From an optimization exercise on the open Yosys and OpenROAD flow, aimed at small area; shortcuts taken in it are not production practice. Only simulation tests tie the RTL to the original design; equivalence was not proved. The clock port is modelled as an ideal driver; clocking choices that lean on that would not hold on a real chip. No activity file was given, so power comes from the tool's default toggle rates.

==> flow/run.sh <==
#!/bin/bash
# Own layout flow: the standard synthesis, then an area-oriented re-mapping
# of its combinational logic (registers, their names and cell types kept),
# then the standard layout steps with 1-drive port buffers and a clock
# tree without dummy load cells whose buffers are then downsized where the
# clock-pin slew allows.
set -euo pipefail
W=$PWD
R=$W/orfs/results/$FLOW_PLATFORM/xmodem/base
LIB=$FLOW_HOME/platforms/$FLOW_PLATFORM/lib/sky130_fd_sc_hd__tt_025C_1v80.lib
YOSYS=${YOSYS_EXE:-$FLOW_HOME/../tools/install/yosys/bin/yosys}

bash standard.sh synth > $W/std_synth.log 2>&1
cp $R/1_2_yosys.v $W/std_1_2_yosys.v

# re-map with each ABC script in flow/abc/ (in parallel), keep the smallest netlist
for s in $W/flow/abc/*.abc; do
  n=$(basename $s .abc)
  ( RS_LIB=$LIB RS_IN=$W/std_1_2_yosys.v RS_OUT=$W/resynth_$n.v RS_TOP=$FLOW_TOP \
      RS_ABC=$s timeout 600 $YOSYS -c $W/flow/resynth.tcl > $W/resynth_$n.log 2>&1 || true ) &
done
wait
best=""; best_area=""
for s in $W/flow/abc/*.abc; do
  n=$(basename $s .abc)
  [[ -f $W/resynth_$n.v.stat && -f $W/resynth_$n.v ]] || continue
  a=$(awk '/Chip area/ {print $NF}' $W/resynth_$n.v.stat)
  [[ -n "$a" ]] || continue
  echo "$n $a" >> $W/resynth_areas.txt
  if [[ -z "$best" ]] || awk -v a=$a -v b=$best_area 'BEGIN{exit !(a<b)}'; then
    best=$n; best_area=$a
  fi
done
echo "best $best $best_area" >> $W/resynth_areas.txt
[[ -n "$best" ]]

# replace the synthesized netlist and rebuild 1_synth.odb from it
cp $W/resynth_$best.v $R/1_2_yosys.v
rm -f $R/1_synth.odb $R/1_synth.sdc
bash standard.sh synth > $W/std_synth_odb.log 2>&1

CTS="-sink_clustering_enable -repair_clock_nets -dont_use_dummy_load"
if [[ -f $W/flow/cts_args.txt ]]; then CTS="$CTS $(cat $W/flow/cts_args.txt)"; fi
bash standard.sh "BUFFER_PORTS_ARGS=-buffer_cell sky130_fd_sc_hd__buf_1" "CTS_ARGS=$CTS" "POST_CTS_TCL=$W/flow/post_cts.tcl" finish > $W/std_finish.log 2>&1
==> flow/abc/b5.abc <==
strash; balance -l; resub -K 6 -l; rewrite -l; resub -K 6 -N 2 -l; refactor -l; resub -K 8 -l; balance -l; resub -K 8 -N 2 -l; rewrite -l; resub -K 10 -l; rewrite -z -l; resub -K 10 -N 2 -l; balance -l; resub -K 12 -l; refactor -z -l; resub -K 12 -N 2 -l; rewrite -z -l; balance -l; balance -l; resub -K 6 -l; rewrite -l; resub -K 6 -N 2 -l; refactor -l; resub -K 8 -l; balance -l; resub -K 8 -N 2 -l; rewrite -l; resub -K 10 -l; rewrite -z -l; resub -K 10 -N 2 -l; balance -l; resub -K 12 -l; refactor -z -l; resub -K 12 -N 2 -l; rewrite -z -l; balance -l; dch -f; amap; strash; balance -l; resub -K 6 -l; rewrite -l; resub -K 6 -N 2 -l; refactor -l; resub -K 8 -l; balance -l; resub -K 8 -N 2 -l; rewrite -l; resub -K 10 -l; rewrite -z -l; resub -K 10 -N 2 -l; balance -l; resub -K 12 -l; refactor -z -l; resub -K 12 -N 2 -l; rewrite -z -l; balance -l; dch -f; amap; topo; dnsize
==> flow/abc/d3.abc <==
strash; &get -n; &deepsyn -T 60; &put; balance -l; resub -K 6 -l; rewrite -l; resub -K 6 -N 2 -l; refactor -l; resub -K 8 -l; balance -l; resub -K 8 -N 2 -l; rewrite -l; resub -K 10 -l; rewrite -z -l; resub -K 10 -N 2 -l; balance -l; resub -K 12 -l; refactor -z -l; resub -K 12 -N 2 -l; rewrite -z -l; balance -l; dch -f; amap; strash; dch -f; amap; topo; dnsize
==> flow/abc/d4.abc <==
strash; dc2; balance -l; resub -K 6 -l; rewrite -l; resub -K 6 -N 2 -l; refactor -l; resub -K 8 -l; balance -l; resub -K 8 -N 2 -l; rewrite -l; resub -K 10 -l; rewrite -z -l; resub -K 10 -N 2 -l; balance -l; resub -K 12 -l; refactor -z -l; resub -K 12 -N 2 -l; rewrite -z -l; balance -l; dc2; balance -l; resub -K 6 -l; rewrite -l; resub -K 6 -N 2 -l; refactor -l; resub -K 8 -l; balance -l; resub -K 8 -N 2 -l; rewrite -l; resub -K 10 -l; rewrite -z -l; resub -K 10 -N 2 -l; balance -l; resub -K 12 -l; refactor -z -l; resub -K 12 -N 2 -l; rewrite -z -l; balance -l; dch -f; amap; strash; dc2; balance -l; resub -K 6 -l; rewrite -l; resub -K 6 -N 2 -l; refactor -l; resub -K 8 -l; balance -l; resub -K 8 -N 2 -l; rewrite -l; resub -K 10 -l; rewrite -z -l; resub -K 10 -N 2 -l; balance -l; resub -K 12 -l; refactor -z -l; resub -K 12 -N 2 -l; rewrite -z -l; balance -l; dch -f; amap; topo; dnsize
==> flow/abc/d7.abc <==
strash; &get -n; &deepsyn -T 60 -S 7; &put; balance -l; resub -K 6 -l; rewrite -l; resub -K 6 -N 2 -l; refactor -l; resub -K 8 -l; balance -l; resub -K 8 -N 2 -l; rewrite -l; resub -K 10 -l; rewrite -z -l; resub -K 10 -N 2 -l; balance -l; resub -K 12 -l; refactor -z -l; resub -K 12 -N 2 -l; rewrite -z -l; balance -l; dch -f; amap; strash; dch -f; amap; topo; dnsize
==> flow/cts_args.txt <==
-buf_list sky130_fd_sc_hd__clkbuf_8
==> flow/post_cts.tcl <==
set ::pc_limit 0.110
proc pc_worst_clk_slew {} {
  set w 0
  foreach p [get_pins -hierarchical */CLK] {
    foreach rf {rise fall} {
      set s [get_property $p slew_max_$rf]
      if {$s > $w} { set w $s }
    }
  }
  return $w
}
estimate_parasitics -placement
puts "post_cts: worst clock-pin slew before [pc_worst_clk_slew] ns"
set bufs {}
foreach inst [[ord::get_db_block] getInsts] {
  set m [[$inst getMaster] getName]
  if {[regexp {^sky130_fd_sc_hd__clkbuf_(\d+)$} $m -> sz] && [string match clkbuf_* [$inst getName]]} {
    lappend bufs [$inst getName]
  }
}
foreach name $bufs {
  set c [get_cells $name]
  set orig [get_property $c ref_name]
  set keep $orig
  foreach b {sky130_fd_sc_hd__clkbuf_4 sky130_fd_sc_hd__clkbuf_2} {
    replace_cell $c $b
    estimate_parasitics -placement
    if {[pc_worst_clk_slew] <= $::pc_limit} { set keep $b } else { break }
  }
  replace_cell $c $keep
  estimate_parasitics -placement
  puts "post_cts: $name $orig -> $keep"
}
puts "post_cts: worst clock-pin slew after [pc_worst_clk_slew] ns"
detailed_placement
check_placement -verbose
==> flow/resynth.tcl <==
# Area re-mapping of the standard synthesis's combinational logic.
# The registers (and their names and cell types) are kept as blackbox
# instances; every other cell is read as its liberty function, flattened
# and mapped again by ABC with an area-oriented script.
yosys -import
set LIB $::env(RS_LIB)
set dont_use {}
set fh [open $LIB r]
while {[gets $fh line] >= 0} {
  if {[regexp {^\s*cell\s*\(\s*"?(sky130_fd_sc_hd__\w+)"?\s*\)} $line -> c]} {
    if {[string match *lpflow* $c] || [string match *probe* $c]} { lappend dont_use -dont_use $c }
  }
}
close $fh
read_liberty -ignore_miss_func $LIB
blackbox sky130_fd_sc_hd__df* sky130_fd_sc_hd__edf* sky130_fd_sc_hd__sdf* sky130_fd_sc_hd__sedf* sky130_fd_sc_hd__dl* sky130_fd_sc_hd__conb_1
read_verilog $::env(RS_IN)
hierarchy -top $::env(RS_TOP)
flatten
yosys rename -hide w:*.*
opt -purge
abc -liberty $LIB {*}$dont_use -script $::env(RS_ABC)
setundef -zero
splitnets
opt_clean -purge
hilomap -singleton -hicell sky130_fd_sc_hd__conb_1 HI -locell sky130_fd_sc_hd__conb_1 LO
insbuf -buf sky130_fd_sc_hd__buf_4 A X
opt_clean -purge
yosys rename -hide w:*.*
opt_clean -purge
tee -o $::env(RS_OUT).stat stat -liberty $LIB
write_verilog -noattr -nohex -nodec $::env(RS_OUT)
==> standard.sh <==
#!/bin/bash
# synth_recipe.tcl (not shown) runs the flow's synth.tcl, then flattens the netlist and writes it again
# the make line also repeats each setting of config.mk as NAME=value (left out here)
make -C /OpenROAD-flow-scripts/flow DESIGN_CONFIG=/design/flow/config.mk WORK_HOME=/design/flow/orfs CLKGATE_MAP_FILE= SYNTH_SCRIPT=/design/flow/synth_recipe.tcl "${@:-finish}"
==> config.mk <==
export PLATFORM = sky130hd
export DESIGN_NAME = xmodem
export DESIGN_NICKNAME = xmodem
export VERILOG_FILES = /design/flow/design.v
export SDC_FILE = /design/flow/constraint.sdc
export NUM_CORES = 4
export LEC_CHECK = 0
export CAP_MARGIN = 20
export CORE_MARGIN = 2
export CORE_UTILIZATION = 65
export SLEW_MARGIN = 20
==> constraint.sdc <==
create_clock -name core_clock -period 20.0 [get_ports {clk}]
set_input_delay 4.0000 -clock core_clock [delete_from_list [all_inputs] [get_ports {clk}]]
set_output_delay 4.0000 -clock core_clock [all_outputs]
set_load 0.01 [all_outputs]
==> design.v <==
`timescale 1ns / 1ps
`default_nettype none
 `timescale 1ns / 1ps
`default_nettype none
 `timescale 1ns / 1ps
`default_nettype none
module xmodem(
    output wire xmodem_done,
    output wire xmodem_saw_valid_block,
    output wire xmodem_saw_invalid_block,
    output wire xmodem_receiving_repeat_block,
    output wire xmodem_saw_valid_msg_byte,
    output wire [7:0] xmodem_data_byte,
    output wire tx,
    input wire start,
    input wire rx_pin,
    input wire clk, rst
);
    wire [7:0] data_byte;
    wire svb;
    wire saw_block, valid_block, saw_EOT_block;
    wire send_ACK, send_NAK;
    xm_rx u_rx(.clk(clk), .rst(rst), .rx_pin(rx_pin), .data_byte(data_byte), .svb(svb));
    xm_blk u_blk(.clk(clk), .rst(rst), .data_byte(data_byte), .svb(svb),
        .saw_block(saw_block), .valid_block(valid_block), .saw_EOT_block(saw_EOT_block),
        .msg_byte(xmodem_saw_valid_msg_byte), .repeat_block(xmodem_receiving_repeat_block));
    xm_proto u_proto(.clk(clk), .rst(rst), .start(start), .saw_block(saw_block),
        .valid_block(valid_block), .saw_EOT_block(saw_EOT_block),
        .send_ACK(send_ACK), .send_NAK(send_NAK));
    xm_tx u_tx(.clk(clk), .rst(rst), .send_ACK(send_ACK), .send_NAK(send_NAK), .tx(tx));
    assign xmodem_data_byte = data_byte;
    assign xmodem_saw_valid_block = saw_block & valid_block;
    assign xmodem_saw_invalid_block = saw_block & ~valid_block;
    assign xmodem_done = saw_EOT_block;
endmodule
module xm_rx(
    input wire clk, rst,
    input wire rx_pin,
    output wire [7:0] data_byte,
    output wire svb                          
);
    reg rx_q1, rx_s;
    always @(posedge clk, posedge rst)
        if (rst) begin
            rx_q1 <= 1'b1;
            rx_s  <= 1'b1;
        end else begin
            rx_q1 <= rx_pin;
            rx_s  <= rx_q1;
        end
    reg [3:0] r;
    reg [8:0] rc;                            
    reg [8:0] data;
    wire r_idle = ~r[3] & ~r[2];             
    wire negedge_rx = ~rx_s & r[0];          
    wire r_b10  = &r;                        
    wire rc_max = (rc[7:0] == 8'b0111_1000);
    wire take_sample = ~r_idle & rc_max;
    always @(posedge clk, posedge rst)
        if (rst) r <= 4'd0;
        else if (r_idle) r <= negedge_rx ? 4'd5 : {3'd0, rx_s};
        else if (r_b10) r <= {3'd0, rx_s};
        else if (rc_max) r <= r + 4'd1;
    always @(posedge clk)
        if (r_idle) rc <= 9'b1_0110_0010;    
        else rc <= {rc[7:4], rc[3] ^ rc_max, rc[2:0], rc[8] ^ rc[3]};
    always @(posedge clk, posedge rst)
        if (rst) data <= 9'd0;
        else if (take_sample) data <= {rx_s, data[8:1]};
    assign data_byte = data[7:0];
    assign svb = r_b10 & data[8];
endmodule
module xm_blk(
    input wire clk, rst,
    input wire [7:0] data_byte,
    input wire svb,
    output wire saw_block, valid_block, saw_EOT_block,
    output wire msg_byte, repeat_block
);
    reg       D;
    reg [6:0] n;
    reg [7:0] chk;
    reg [7:0] prev;
    reg       F1, F2;
    wire b_SA = ~D & ~n[1] & ~n[0];
    wire b_SB = ~D & ~n[1] &  n[0];
    wire b_SC = ~D &  n[1] & ~n[0];
    wire b_SE = ~D &  n[1] &  n[0];
    wire is_SOH = (data_byte == 8'h01);
    wire is_EOT = (data_byte == 8'h04);
    wire adv = svb & (~b_SA | is_SOH);
    always @(posedge clk, posedge rst)
        if (rst) begin
            D <= 1'b0;
            n <= 7'd0;
        end else if (adv) begin
            n[1:0] <= n[1:0] + 2'd1;
            n[6:2] <= n[6:2] + {4'd0, D & n[1] & n[0]};
            D <= D ^ (n == 7'd2);
        end
    wire [7:0] sum = chk + data_byte;
    always @(posedge clk)
        if (b_SA | (b_SC & svb)) chk <= 8'd0;
        else if (svb) chk <= sum;
    wire [7:0] t;                            
    assign t[0] = 1'b1;
    genvar gi;
    generate
        for (gi = 1; gi < 8; gi = gi + 1) begin : g_t
            assign t[gi] = t[gi-1] & prev[gi-1];
        end
    endgenerate
    wire [7:0] dd = chk ^ prev;
    wire num_eq = ~|dd;                      
    wire num_p1 = ~|(dd ^ t);                
    wire cpl_ok = &sum;                      
    always @(posedge clk)
        if (svb & b_SC) begin
            F1 <= cpl_ok & (num_eq | num_p1);
            F2 <= num_p1;
        end
    assign saw_block = svb & b_SE;
    assign valid_block = F1 & (chk == data_byte);
    assign saw_EOT_block = svb & b_SA & is_EOT;
    assign msg_byte = svb & D;
    assign repeat_block = svb & b_SC & num_eq;
    always @(posedge clk, posedge rst)
        if (rst) prev <= 8'd0;
        else if (saw_block & valid_block & F2) prev <= prev ^ t;
endmodule
module xm_proto(
    input wire clk, rst,
    input wire start,
    input wire saw_block, valid_block, saw_EOT_block,
    output wire send_ACK, send_NAK
);
    reg        ps;
    reg [3:0]  tc, ic;
    reg [17:0] tmr;
    wire saw_valid_block = saw_block & valid_block;
    wire saw_invalid_block = saw_block & ~valid_block;
    wire tfN = (tmr[16:0] == 17'b0_1101_1001_1110_1010);
    wire timeout = (tc == 4'd10) | (ic == 4'd10);
    always @(posedge clk, posedge rst)
        if (rst) ps <= 1'b0;
        else ps <= ps ? ~(timeout | saw_EOT_block) : start;
    always @(posedge clk, posedge rst)
        if (rst) tc <= 4'd0;
        else if (ps & saw_valid_block) tc <= 4'd0;
        else if (ps & tfN) tc <= tc + 4'd1;
    always @(posedge clk, posedge rst)
        if (rst) ic <= 4'd0;
        else if (ps & saw_valid_block) ic <= 4'd0;
        else if (ps & saw_invalid_block) ic <= ic + 4'd1;
    always @(posedge clk, posedge rst)
        if (rst) tmr <= 18'b01_1011_0011_1101_0101;    
        else if (ps & (tfN | ~saw_valid_block))
            tmr <= {tmr[16:0], tmr[17] ^ tmr[6] ^ tfN};
    assign send_ACK = ps ? saw_valid_block : saw_EOT_block;
    assign send_NAK = ps ? (tfN | saw_invalid_block) : start;
endmodule
module xm_tx(
    input wire clk, rst,
    input wire send_ACK, send_NAK,
    output wire tx
);
    reg [3:0] s;                             
    reg       ack;
    reg [8:0] tcy;                           
    wire s_idle = ~|s;                       
    wire s_b10  = s[3] & s[1] & s[0];        
    wire bit_sent = (tcy[7:0] == 8'b0111_1000);
    always @(posedge clk, posedge rst)
        if (rst) s <= 4'd0;
        else if (s_idle) s <= (send_ACK | send_NAK) ? 4'd1 : 4'd0;
        else if (s_b10) s <= 4'd0;
        else if (bit_sent) s <= s + 4'd1;
    always @(posedge clk)
        if (s_idle) ack <= send_ACK;
    always @(posedge clk)
        if (s_idle) tcy <= 9'b0_1110_0001;   
        else tcy <= {tcy[7:4], tcy[3] ^ bit_sent, tcy[2:0], tcy[8] ^ tcy[3]};
    reg txb;
    always @(*)
        case (s)
            4'd2:    txb = 1'b0;
            4'd3:    txb = ~ack;             
            4'd4:    txb = ack;
            4'd6:    txb = 1'b0;
            4'd7:    txb = ~ack;
            4'd8:    txb = 1'b0;
            4'd9:    txb = 1'b0;
            4'd10:   txb = 1'b0;
            default: txb = 1'b1;
        endcase
    assign tx = txb;
endmodule
==> run summary <==
[per-stage QoR]
step           setup slack, ps  instance area, µm²
2_1_floorplan            14210                3860
3_3_place_gp             13860                4040
3_5_place_dp             13840                4040
5_1_grt                  13030                4130
6_report                 13310                4130
[worst max path at each step]
| stage | start | endpoint | slack (ps) | cells after the start |
|---|---|---|---|---|
| 2_1_floorplan | u_rx.data[0]$_DFFE_PP0P_ | xmodem_saw_valid_block | 14210 | 7 |
| 3_3_place_gp | u_rx.data[0]$_DFFE_PP0P_ | xmodem_saw_valid_block | 13860 | 8 |
| 3_5_place_dp | u_blk.chk[5]$_SDFFE_PP0P_ | xmodem_receiving_repeat_block | 13840 | 8 |
| 5_1_grt | u_blk.chk[4]$_SDFFE_PP0P_ | xmodem_receiving_repeat_block | 13030 | 8 |
| 6_report | u_blk.prev[3]$_DFFE_PP0P_ | xmodem_receiving_repeat_block | 13310 | 8 |
[worst register-to-register path, stage by stage (launching register included)]
cell	delay (ps)
dfrtp_1	430
clkinv_1	150
nor2_1	150
clkinv_1	110
o21ai_0	160
nand4_1	130
or4_1	540
nor2_1	310
nand2_1	140
nor2_1	160
clkinv_1	100
nor2_1	150
clkinv_1	110
nor2_1	140
clkinv_1	90
nor2_1	130
clkinv_1	100
nor2_1	130
clkinv_1	100
nor2_1	140
clkinv_1	100
nor2_1	150
nor2_1	60
a21oi_1	110
[layer usage]
layer | global-route usage [%] | routed length [µm] | part of all wire [%] | vias to the layer above
met3 | 4.33 | 260 | 3.5 | 15
li1 | - | - | - | 1553
met2 | 40.4 | 3600 | 48 | 62
met4 | 10.8 | 167 | 2.2 | 0
met5 | 0 | 0 | 0 | -
met1 | 33.5 | 3490 | 46 | 1436
[cell type report]
type | instances | area [µm²] | share of cell area, %
inverter | 83 | 312 | 7.54
multi-input combinational | 265 | 1370 | 33.2
clock buffer | 9 | 96.3 | 2.33
tap | 75 | 93.8 | 2.27
sequential | 91 | 2180 | 52.7
timing repair buffer | 19 | 78.8 | 1.91
[sequential cells by signal, indices dropped and copies added (netlist names)]
name / cells
u_rx.r: 4
u_blk.prev: 8
u_tx.tcy: 9
u_tx.s: 4
u_blk.F1: 1
u_blk.F2: 1
u_proto.tmr: 18
u_rx.rx_q1: 1
u_rx.rc: 9
u_rx.rx_s: 1
u_proto.ps: 1
u_rx.data: 9
u_proto.ic: 4
u_blk.D: 1
u_proto.tc: 4
u_blk.chk: 8
u_blk.n: 7
u_tx.ack: 1
[power groups by stage]
stage | combinational (mW) | clock (mW) | sequential, mW
2_1_floorplan | 0.0581 | 0 | 0.256
3_3_place_gp | 0.0682 | 0 | 0.261
3_5_place_dp | 0.0723 | 0 | 0.261
5_1_grt | 0.0834 | 0.0924 | 0.264
6_report | 0.0718 | 0.0836 | 0.258
==> flow_summary.toml <==
[power_and_ir_drop]
intPower_uw = 295
pwr-share-comb_pct = 17.4
leakage_nw = 1.67
power_density_mw_per_mm2 = 100
sequentialPowerShare_pct = 62.4
p_sw_uw = 118
clkPwrFrac_pct = 20.2
worst_ir_drop_vdd_mv = 0.0745
switching_share_pct = 28.7
p_total_uw = 413

[critical_path]
crit_buf_inv = 2
cp_slowest_cell = "a2111oi_0"
slowest_delay_ps = 650
worstPathRequired_ps = 16000
critPathKind = "reg2out"
r2r_setup_slack_ps = 16060
critical-path-top-delay-family = "compound AO/OA/AOI/OAI gates"
cp_common_cell = "nand2_1"
crit_path_end_kind = "primary output"
reg2reg_depth = 23
crit_chain = "clkinv_1 > nor2_1 > nand2_1 > a221oi_1 > nand2_1 > a2111oi_0 > and3_1 > buf_1"
reg2reg_from = "u_rx.data[0]$_DFFE_PP0P_"
timing.rr.end = "u_blk.prev[7]$_DFFE_PP0P_"
critical_path_arrival_ps = 2690
crit_fanout = 3
start_kind = "flip-flop"

[synthesis]
synth_cells = 439
synth_area_per_cell_um2 = 8.80
syn_area_mm2 = 0.00386
syn_nets = 443
yosys_warnings = 4

[cells_and_area]
stdcell_count = 542
final_core_util_pct = 71.0
num_antenna_cells = 0
nFillCells = 461
layout_commonest_cell = "clkinv_1"
nets = 473
mostFrequentLayoutCells = "clkinv_1 (82), nor2_1 (77), dfrtp_1 (49)"
syn_to_final_growth_pct = 6.96
drive_gt1_share_pct = 5.35

[timing]
hold_viol_final = 0
rsz0062_at_grt = "no"
setup_tns_ps = 0
slew_headroom_pct = 49.4
whs_ps = 359
drv_slew = 0
worst_slew_pin_slew_ps = 759
clock_skew_ps = 35.8
clock.fmax_ghz = 0.149
fin_crit_ps = 6690
period_share_pct = 33.4
setup_violations = 0

[cts]
worst_skew_pair.late_latency_ps = 530
clk_pin_slew_ps = 110
cts_num_sinks = 91
cts_tree = "done"

[status]
outcome = "timing/DRC/antenna clean"

[drt]
ant_nets = 0
num_vias = 3066
drc = 0
wl_per_cell_um = 13.9
viasPerCell = 5.66
postRouteWirelength_mm = 7.51
first_pass_iters = 4
first_iter_violations = 124

[min_path]
hold_start = "u_rx.rx_q1$_DFF_PP1_"
holdPathStages = 0
worst_hold_path.endpoint = "u_rx.rx_s$_DFF_PP1_"
hp-class = "reg2reg"

[die]
fp-row-count = 28
die_y_um = 81.1
core_mm2 = 0.00582
pin_count = 18
start_util_pct = 66.4
fp.dieArea_mm2 = 0.00657
die_w_um = 81.1

[global_route]
grt_use_total_pct = 25.0
antenna_found_initial = 0
grt_max_degree = 63
grt_overflow = 0
grt_pass1_wl_mm = 12.6
grt_pass1_vias = 2832

[run]
drv_cap = 0

[place]
port_buffers = 17
dpl.cell_count = 533
place.gp.congestion = 0.894
hpwl_mm = 5.48

## re-timing with driven ports
No port has a modelled driver above. Below, the same layout with a new extraction and two added sets of constraints. Step 1 assumes that a clkbuf_16 drives the clock port and a buf_2 every other input. Step 2 also shifts input and output timing later by t, the mid clock arrival at the registers, as if the neighbouring blocks saw the same clock. a / b / c = no drivers / after step 1 / after step 2; a / b = the first two.
t (ns): 0.539
setup slack, ns: 13.311 / 13.283 / 13.822
worst hold slack (ns): 0.359 / 0.359 / 0.359
worst setup path after step 2: register to output
slew at the worst register clock pin (ns): 0.11 / 0.11
After both steps this run still meets setup and hold. The setup slack of this run moves by -0.028 ns with the drivers and by +0.511 ns with both steps.
